Source: an optimization exercise on an open RTL-to-GDS flow (aim: small area and a short achievable clock period). Production flows keep margins and buffers that such runs may drop.
At most, simulation tests tie the RTL to the original design; equivalence was not proved.
No activity file was given, so power comes from the tool's default toggle rates. The flow treats the clock pin as an ideal source, which a real chip does not have.

==> flow/design.v <==
module RAM_FINAL (
    input clk , rst , rx_valid ,
    input [0:9] din ,
    output reg tx_valid ,
    output reg [0:7] dout
);
reg [7:0] waddr, raddr;
reg [0:7] wdata;
reg [0:7] pf;
reg [2:0] q;
reg clearing;
reg wr_flag;
reg [3:0] k;
reg rd_seen;
wire [2:0] q_next = {q[2] ^ ~(q[1] | q[0]), q[1] ^ ~q[0], ~q[0]};
wire wr_active = wr_flag & ~k[3];
wire [3:0] k_next = {k[2] & k[1] & k[0], k[2] ^ (k[1] & k[0]), k[1] ^ k[0], ~k[0]};
wire [255:0] q7;
wire wbit = wdata[q] & ~clearing;
reg [3:0] t4;
reg rd;
reg fd;
wire [2:0] qd = {q[2] ^ (q[1] & q[0]), q[1] ^ q[0], ~q[0]};
wire fwd = clearing | (wr_active & (waddr == raddr));
reg r;
wire wx = wbit ^ r;
wire [15:0] whi, wlo, whx;
genvar a;
generate
    for (a = 0; a < 16; a = a + 1) begin : g_wdec
        assign whi[a] = clearing | (wr_active & (waddr[7:4] == a));
        assign wlo[a] = clearing | (waddr[3:0] == a);
        assign whx[a] = whi[a] & wx;
    end
endgenerate
genvar w;
generate
    for (w = 0; w < 256; w = w + 1) begin : g_word
        reg [7:0] s;
        wire keep = ~(whi[w / 16] & wlo[w % 16]);
        always @ (posedge clk)
            s <= {s[6:0], ~((s[7] & keep) | (whx[w / 16] & wlo[w % 16]))};
        assign q7[w] = s[7];
    end
endgenerate
always @ (posedge clk or negedge rst)
begin
    if (!rst)
    begin
        q <= 3'd7;
        clearing <= 1'b1;
        fd <= 1'b1;
        r <= 1'b0;
    end
    else
    begin
        q <= q_next;
        if (q == 3'd0) clearing <= 1'b0;
        if (q == 3'd0) r <= ~r;
        fd <= fwd;
    end
end
integer b;
always @ (posedge clk)
begin
    t4[0] <= q7[{2'd0, raddr[5:0]}];
    t4[1] <= q7[{2'd1, raddr[5:0]}];
    t4[2] <= q7[{2'd2, raddr[5:0]}];
    t4[3] <= q7[{2'd3, raddr[5:0]}];
    rd <= r;
    for (b = 0; b < 8; b = b + 1)
        if (fwd && q == b) pf[b] <= wbit;
        else if (!fd && qd == b) pf[b] <= t4[raddr[7:6]] ^ rd;
end
always @ (posedge clk)
begin
    if (rx_valid && din[0:1] == 2'b01) wdata <= din[2:9];
    if (rx_valid && din[0:1] == 2'b11) dout <= pf;
end
always @ (posedge clk or negedge rst)
begin
    if (!rst)
    begin
        waddr <= 8'd0;
        raddr <= 8'd0;
        tx_valid <= 1'b0;
        k <= 4'd0;
        rd_seen <= 1'b0;
        wr_flag <= 1'b0;
    end
    else
    begin
        if (rx_valid)
        begin
            wr_flag <= (din[0:1] == 2'b01);
            case (din[0:1])
                2'b00: begin
                    waddr <= din[2:9];
                    tx_valid <= 1'b0;
                    k <= 4'd0;
                end
                2'b01: begin
                    tx_valid <= 1'b0;
                    k <= 4'd0;
                end
                2'b10: begin
                    raddr <= din[2:9];
                    k <= 4'd0;
                end
                2'b11: begin
                    tx_valid <= 1'b1;
                    rd_seen <= 1'b1;
                    if (!rd_seen) k <= 4'd0;
                end
            endcase
        end
        else if (!k[3])
        begin
            tx_valid <= rd_seen;
            k <= k_next;
        end
        else tx_valid <= 1'b0;
    end
end
endmodule
module SPI_SLAVE_FINAL(
    input MOSI , clk , rst ,
    tx_valid , ss_n ,
    input [0:7] tx_data ,
    output reg MISO , rx_valid ,
    output reg [0:9] rx_data );
reg [3:0] i;
reg [1:0] cs;
localparam IDLE = 2'b00,
CHK_CMD = 2'b01,
WRITE = 2'b10;
function [3:0] inc;
    input [3:0] v;
    case (v)
        4'd0: inc = 4'd1;
        4'd1: inc = 4'd2;
        4'd2: inc = 4'd3;
        4'd3: inc = 4'd4;
        4'd4: inc = 4'd5;
        4'd5: inc = 4'd6;
        4'd6: inc = 4'd7;
        4'd7: inc = 4'd8;
        4'd8: inc = 4'd9;
        default: inc = 4'd0;
    endcase
endfunction
wire send = (cs == CHK_CMD) & ~ss_n & tx_valid;
wire recv = (cs == WRITE) & (~ss_n | (i == 4'd9));
integer j;
always @ (posedge clk)
begin
    if (cs == IDLE) i <= 4'd0;
    else if (send | (recv & ~ss_n)) i <= inc(i);
    for (j = 0; j < 10; j = j + 1)
        if (cs == IDLE) rx_data[j] <= 1'b0;
        else if (recv && i == j) rx_data[j] <= MOSI;
end
always @ (posedge clk or negedge rst)
begin
if (!rst)
    begin
        MISO <= 1'b0;
        rx_valid <= 1'b0;
        cs <= IDLE;
    end
else
    begin
        rx_valid <= recv & (i == 4'd9);
        if (cs == IDLE) MISO <= 1'b0;
        else if (send) MISO <= ~i[3] & tx_data[i[2:0]];
        case (cs)
            CHK_CMD: cs <= ss_n ? IDLE : (tx_valid ? (i[3] ? IDLE : CHK_CMD) : WRITE);
            WRITE:   cs <= (ss_n | (i == 4'd9)) ? IDLE : WRITE;
            default: cs <= ss_n ? IDLE : CHK_CMD;
        endcase
    end
end
endmodule
module SPI_Wrapper_FINAL (
    input MOSI , clk , rst , ss_n ,
    output MISO );
wire [0:9] w1_rx_data;
wire [0:7] w2_tx_data;
wire tx_valid_w3;
wire rx_valid_w4;
SPI_SLAVE_FINAL SPI ( .MOSI(MOSI) , 
.clk(clk) , 
.rst(rst) , 
.tx_valid(tx_valid_w3) ,
.ss_n(ss_n) ,
.tx_data(w2_tx_data) , 
.MISO(MISO) , 
.rx_valid(rx_valid_w4) , 
.rx_data(w1_rx_data) );
RAM_FINAL u_Ram ( .clk(clk) ,
.rst(rst) , 
.rx_valid(rx_valid_w4) , 
.din(w1_rx_data) , 
.dout(w2_tx_data) , 
.tx_valid(tx_valid_w3) );
endmodule
Settings: LEC_CHECK=0, CAP_MARGIN=20, CELL_PAD_IN_SITES_DETAIL_PLACEMENT=1, CORE_MARGIN=2, CORE_UTILIZATION=50, CTS_CLUSTER_DIAMETER=80, CTS_CLUSTER_SIZE=26, PLACE_DENSITY=0.6, SETUP_SLACK_MARGIN=4.85, SLEW_MARGIN=40; clock period 7.5 ns.
run.sh (not shown) runs the stock make flow with config.mk's settings and CLKGATE_MAP_FILE= SYNTH_SCRIPT=/design/flow/synth_recipe.tcl, a recipe that flattens the netlist after the stock synthesis.
The baseline passed the timing, design-rule and antenna checks.
Edit:
Settings changed: CTS_CLUSTER_SIZE 26 to 32.
Wire length drops by 0.79%.
Final cell count is about the same.
Total power drops by 2.2%.
Clock power drops by 6.7%.
Setup slack gains 0.0052 ns.
Count of clock-buffer cells in the layout drops by 16.
Core utilization drops by 0.35 points.
Die area does not change.
Clock skew climbs by 0.020 ns.
Edit:
Settings changed: CAP_MARGIN 20 to 15, SLEW_MARGIN 40 to 15.
Outcome: The changed run produced a clean layout. Die area is unchanged. Worst setup slack gains 0.0046 ns. Wire length rises slightly. Sequential power hardly moves. Global-route usage went up by 0.13 points. Non-clock buffer count falls by 4. Count of clock-buffer cells in the layout increases by 3. Clock power increases slightly. Flip-flop and latch count stays the same.


Another version of the RTL of SPI_Wrapper_FINAL (not shown whole).
For scale: about 2900 cells after synthesis, roughly 5 I/O pins, ~0.050 mm^2 of cells after synthesis.
Design SPI_Wrapper_FINAL, start of the top module:
module SPI_Wrapper_FINAL (
    input MOSI , clk , rst , ss_n ,
    output MISO );
Settings: LEC_CHECK=0, CAP_MARGIN=10, CELL_PAD_IN_SITES_DETAIL_PLACEMENT=0, CORE_MARGIN=2, CORE_UTILIZATION=45, CTS_CLUSTER_DIAMETER=80, CTS_CLUSTER_SIZE=34, PLACE_DENSITY=0.7, SETUP_SLACK_MARGIN=4.95, SLEW_MARGIN=10; clock period 7.5 ns.
standard.sh (not shown) runs the stock make flow with config.mk's settings and CLKGATE_MAP_FILE= SYNTH_SCRIPT=/design/flow/synth_recipe.tcl, a recipe that flattens the netlist after the stock synthesis.
==> flow/flow/run.sh <==
#!/bin/bash
set -euo pipefail
export CTS_ARGS="-sink_clustering_enable -repair_clock_nets -sink_clustering_size 34 -sink_clustering_max_diameter 80 -dont_use_dummy_load"
bash standard.sh > standard_flow.log 2>&1
The first run ran to the end with no violations.
Change:
==> flow/run.sh (new file) <==
#!/bin/bash
# synth_recipe.tcl (not shown) runs the flow's synth.tcl, then flattens the netlist and writes it again
# the make line also repeats each setting of config.mk as NAME=value (left out here)
make -C /OpenROAD-flow-scripts/flow DESIGN_CONFIG=/design/flow/config.mk WORK_HOME=/design/flow/orfs CLKGATE_MAP_FILE= SYNTH_SCRIPT=/design/flow/synth_recipe.tcl finish
==> flow/config.mk (replaced) <==
export PLATFORM = sky130hd
export DESIGN_NAME = SPI_Wrapper_FINAL
export DESIGN_NICKNAME = SPI_Wrapper_FINAL
export VERILOG_FILES = /design/flow/design.v
export SDC_FILE = /design/flow/constraint.sdc
export NUM_CORES = 4
export LEC_CHECK = 0
export CAP_MARGIN = 15
export CELL_PAD_IN_SITES_DETAIL_PLACEMENT = 1
export CORE_MARGIN = 2
export CORE_UTILIZATION = 50
export CTS_CLUSTER_DIAMETER = 80
export CTS_CLUSTER_SIZE = 32
export PLACE_DENSITY = 0.6
export SETUP_SLACK_MARGIN = 4.85
export SLEW_MARGIN = 15
removed: flow/flow/run.sh
removed: flow/standard.sh
Via count is higher by a few percent.
Register-to-register slack degrades by 0.05 ns.
Utilization is higher by 5.3 points.
Routed wire length is higher by about a fifth.
Power is higher by a few percent.
Global-route usage is higher by 3.9 points.
Clock power is higher by a little under a tenth.
Die area is lower by roughly a tenth.
Change:
--- a/flow/config.mk
+++ b/flow/config.mk
@@ -9,8 +9,8 @@
 export CELL_PAD_IN_SITES_DETAIL_PLACEMENT = 1
 export CORE_MARGIN = 2
-export CORE_UTILIZATION = 50
+export CORE_UTILIZATION = 45
 export CTS_CLUSTER_DIAMETER = 80
 export CTS_CLUSTER_SIZE = 32
-export PLACE_DENSITY = 0.6
-export SETUP_SLACK_MARGIN = 4.85
+export PLACE_DENSITY = 0.65
+export SETUP_SLACK_MARGIN = 4.75
 export SLEW_MARGIN = 15
Result: Die area goes up by 11%; routed wire length came out lower by 1.4%; count of clock-buffer cells in the layout stays the same; worst hold slack barely changes; power grows by 0.67%; design area is higher by 0.66%.
Change:
==> flow/flow/run.sh (new file) <==
#!/bin/bash
set -euo pipefail
export CTS_ARGS="-sink_clustering_enable -repair_clock_nets -sink_clustering_size 34 -sink_clustering_max_diameter 80 -dont_use_dummy_load"
bash standard.sh > standard_flow.log 2>&1
==> flow/standard.sh (new file) <==
#!/bin/bash
# synth_recipe.tcl (not shown) runs the flow's synth.tcl, then flattens the netlist and writes it again
# the make line also repeats each setting of config.mk as NAME=value (left out here)
make -C /OpenROAD-flow-scripts/flow DESIGN_CONFIG=/design/flow/config.mk WORK_HOME=/design/flow/orfs CLKGATE_MAP_FILE= SYNTH_SCRIPT=/design/flow/synth_recipe.tcl "${@:-finish}"
==> flow/config.mk (replaced) <==
export PLATFORM = sky130hd
export DESIGN_NAME = SPI_Wrapper_FINAL
export DESIGN_NICKNAME = SPI_Wrapper_FINAL
export VERILOG_FILES = /design/flow/design.v
export SDC_FILE = /design/flow/constraint.sdc
export NUM_CORES = 4
export LEC_CHECK = 0
export CAP_MARGIN = 10
export CELL_PAD_IN_SITES_DETAIL_PLACEMENT = 0
export CORE_MARGIN = 2
export CORE_UTILIZATION = 45
export CTS_CLUSTER_DIAMETER = 80
export CTS_CLUSTER_SIZE = 34
export PLACE_DENSITY = 0.65
export SETUP_SLACK_MARGIN = 4.9
export SLEW_MARGIN = 10
removed: flow/run.sh
What happened: Final cell count goes down by 0.49%. Core utilization is lower by 0.30 points. Count of clock-buffer cells in the layout shrinks by 13. Final area falls by 0.61%. Routed wire length falls by 12%. Power went down by 2.5%. Synthesized area stays the same. Setup slack improved by 0.039 ns. Critical path depth does not change. Fmax came out higher by 1.5%.


## v4
Another version of the RTL of SPI_Wrapper_FINAL (not shown whole).
For scale: about 2100 flip-flops, about 5 I/O pins, about 0.051 mm² of cells after synthesis.
Design SPI_Wrapper_FINAL, start of the top module:
module SPI_Wrapper_FINAL (
    input MOSI , clk , rst , ss_n ,
    output MISO );
wire [0:9] w1_rx_data;
wire [0:7] w2_tx_data;
wire tx_valid_w3;
wire rx_valid_w4;
SPI_SLAVE_FINAL SPI ( .MOSI(MOSI) , 
.clk(clk) , 
.rst(rst) , 
.tx_valid(tx_valid_w3) ,
.ss_n(ss_n) ,
.tx_data(w2_tx_data) , 
.MISO(MISO) , 
.rx_valid(rx_valid_w4) , 
.rx_data(w1_rx_data) );
RAM_FINAL u_Ram ( .clk(clk) ,
.rst(rst) , 
.rx_valid(rx_valid_w4) , 
.din(w1_rx_data) , 
.dout(w2_tx_data) , 
.tx_valid(tx_valid_w3) );
endmodule
Settings: LEC_CHECK=0, CAP_MARGIN=20, CELL_PAD_IN_SITES_DETAIL_PLACEMENT=1, CORE_MARGIN=2, CORE_UTILIZATION=50, CTS_CLUSTER_DIAMETER=60, CTS_CLUSTER_SIZE=30, PLACE_DENSITY=0.6, SETUP_SLACK_MARGIN=4.85, SLEW_MARGIN=40; clock period 7.5 ns.
run.sh (not shown) runs the stock make flow with config.mk's settings and CLKGATE_MAP_FILE= SYNTH_SCRIPT=/design/flow/synth_recipe.tcl, a recipe that flattens the netlist after the stock synthesis.
Stock flow here: none of the scripts above is used.
v4 has completed all stages; timing, DRC and antenna checks passed.
Here is what was changed in the inputs of v51 compared with v4.
Settings: a change of CTS_CLUSTER_SIZE from 30 to 26; a change of PLACE_DENSITY from 0.6 to 0.75; a change of CORE_UTILIZATION from 50 to 65; a change of CTS_CLUSTER_DIAMETER from 60 to 80.
### Flow results
- Per the final summary, v51 finished and its layout is clean on timing, DRC and antenna.
- Run comparison: v4 class of the most critical setup path reg2out; v51 class of the most critical setup path reg2reg
- Delta (v51 minus v4): proportion of power drawn by combinational gates comparable, wire length now larger, number of CTS-inserted buffers now smaller, aggregate global-route resource usage now larger.
What v7 does differently from v51 at the input level:
Settings: swapping 4.85 for 4.9 in SETUP_SLACK_MARGIN; swapping 80 for 120 in CTS_CLUSTER_DIAMETER; swapping 65 for 50 in CORE_UTILIZATION; swapping 26 for 24 in CTS_CLUSTER_SIZE; swapping 0.75 for 0.6 in PLACE_DENSITY.
## What came out
Sequential share of layout area: v51 and v7 compared, lower one is v7. Die area: v7 vs v51 up about 30%. For v7, the capture point of the worst path was MISO, unlike v51, where it was u_Ram.t4[0]. Looking at remaining max-slew budget at the tightest pin across both flows, v7 is the stronger of the two, with v51 trailing. Compared with v51, v7 improves final critical-path required period. ~same part of the cycle the worst path needs in v51 and v7. Any difference in share of power burned in combinational logic between v51 and v7 is small enough to ignore. From v51 to v7, number of max-cap violations did not move at all. Maximum fanout along the worst path is lower on v7.
Edits applied to the flow inputs when going from v7 to v50:
Settings: swapping 24 for 30 in CTS_CLUSTER_SIZE; putting CTS_BUF_LIST at sky130_fd_sc_hd__clkbuf_8 sky130_fd_sc_hd__clkbuf_4 where nothing was set; swapping 4.9 for 4.6 in SETUP_SLACK_MARGIN; clearing CTS_CLUSTER_DIAMETER, which used to be 120.
Results
v50 against v7: hold slack went down 53 ps, via count shows an increase of about 7.5%, met1 capacity usage during global routing flat.


Another version of the RTL of SPI_Wrapper_FINAL (not shown whole).
Size in the first run: roughly 2100 flip-flops, roughly 5 I/O pins, ~50000 um2 of cells after synthesis.
make LEC_CHECK=0 CAP_MARGIN=20 CELL_PAD_IN_SITES_DETAIL_PLACEMENT=1 CORE_MARGIN=2 CORE_UTILIZATION=50 CTS_CLUSTER_DIAMETER=80 CTS_CLUSTER_SIZE=32 PLACE_DENSITY=0.6 SETUP_SLACK_MARGIN=4.85 SLEW_MARGIN=40 finish   # period 7.5 ns
The first run finished clean.
Rerun with:
- CAP_MARGIN: 20 -> 15
- SLEW_MARGIN: 40 -> 15
After rerunning:
- power is lower slightly
- clock skew goes down by 0.0034 ns
- routed wire length rises slightly
- worst hold slack improved by 0.011 ns
- die area does not change
- global-route usage decreases by 0.21 points
- sequential power stays flat
- count of clock-buffer cells in the layout shrinks by 1
- core utilization fell by 0.32 points
Function was not checked in any run of this note: the RTL went through the layout flow alone.

-- port drivers added, routing unchanged --
No port has a modelled driver above. Below, the same layouts with a new extraction and two added sets of constraints. Step 1, drivers: a clkbuf_16 drives clk and a buf_2 each remaining input, both assumed. Step 2 moves the port delays by t, midway between the first and last clock arrival at a register: inputs arrive t later, outputs are due t later. That takes back most of the time a late clock gives input paths. a / b / c = no drivers / after step 1 / after step 2; a / b = the first two.
run | t (ns) | setup WS [ns] | worst hold slack (ns)
the first run of note 1 | 0.736 | 4.805 / 4.742 / 4.328 | 0.321 / 0.321 / 0.321
the second run of note 1 | 0.738 | 4.810 / 4.744 / 4.309 | 0.319 / 0.319 / 0.319
the third run of note 1 | 0.738 | 4.815 / 4.747 / 4.290 | 0.311 / 0.311 / 0.311
the first run of note 2 | 0.702 | 4.844 / 4.779 / 4.511 | 0.262 / 0.262 / 0.262
the second run of note 2 | 0.732 | 4.821 / 4.756 / 4.253 | 0.317 / 0.317 / 0.317
the third run of note 2 | 0.722 | 4.838 / 4.777 / 4.246 | 0.316 / 0.316 / 0.316
the fourth run of note 2 | 0.710 | 4.878 / 4.804 / 4.510 | 0.259 / 0.259 / 0.259
v4 | 0.757 | 4.745 / 4.684 / 4.218 | 0.303 / 0.303 / 0.303
v51 | 0.743 | 4.782 / 4.730 / 4.246 | 0.323 / 0.323 / 0.323
v7 | 0.750 | 4.791 / 4.725 / 4.372 | 0.319 / 0.319 / 0.319
v50 | 0.988 | 4.581 / 4.511 / 4.236 | 0.266 / 0.266 / 0.266
the first run of note 4 | 0.745 | 4.711 / 4.711 / 4.239 | 0.300 / 0.300 / 0.300
the second run of note 4 | 0.750 | 4.731 / 4.731 / 4.227 | 0.311 / 0.311 / 0.311
After both steps every run listed still meets setup and hold. The setup slack of the third run of note 2, which loses most, moves by -0.061 ns with the drivers and by -0.592 ns with both steps.
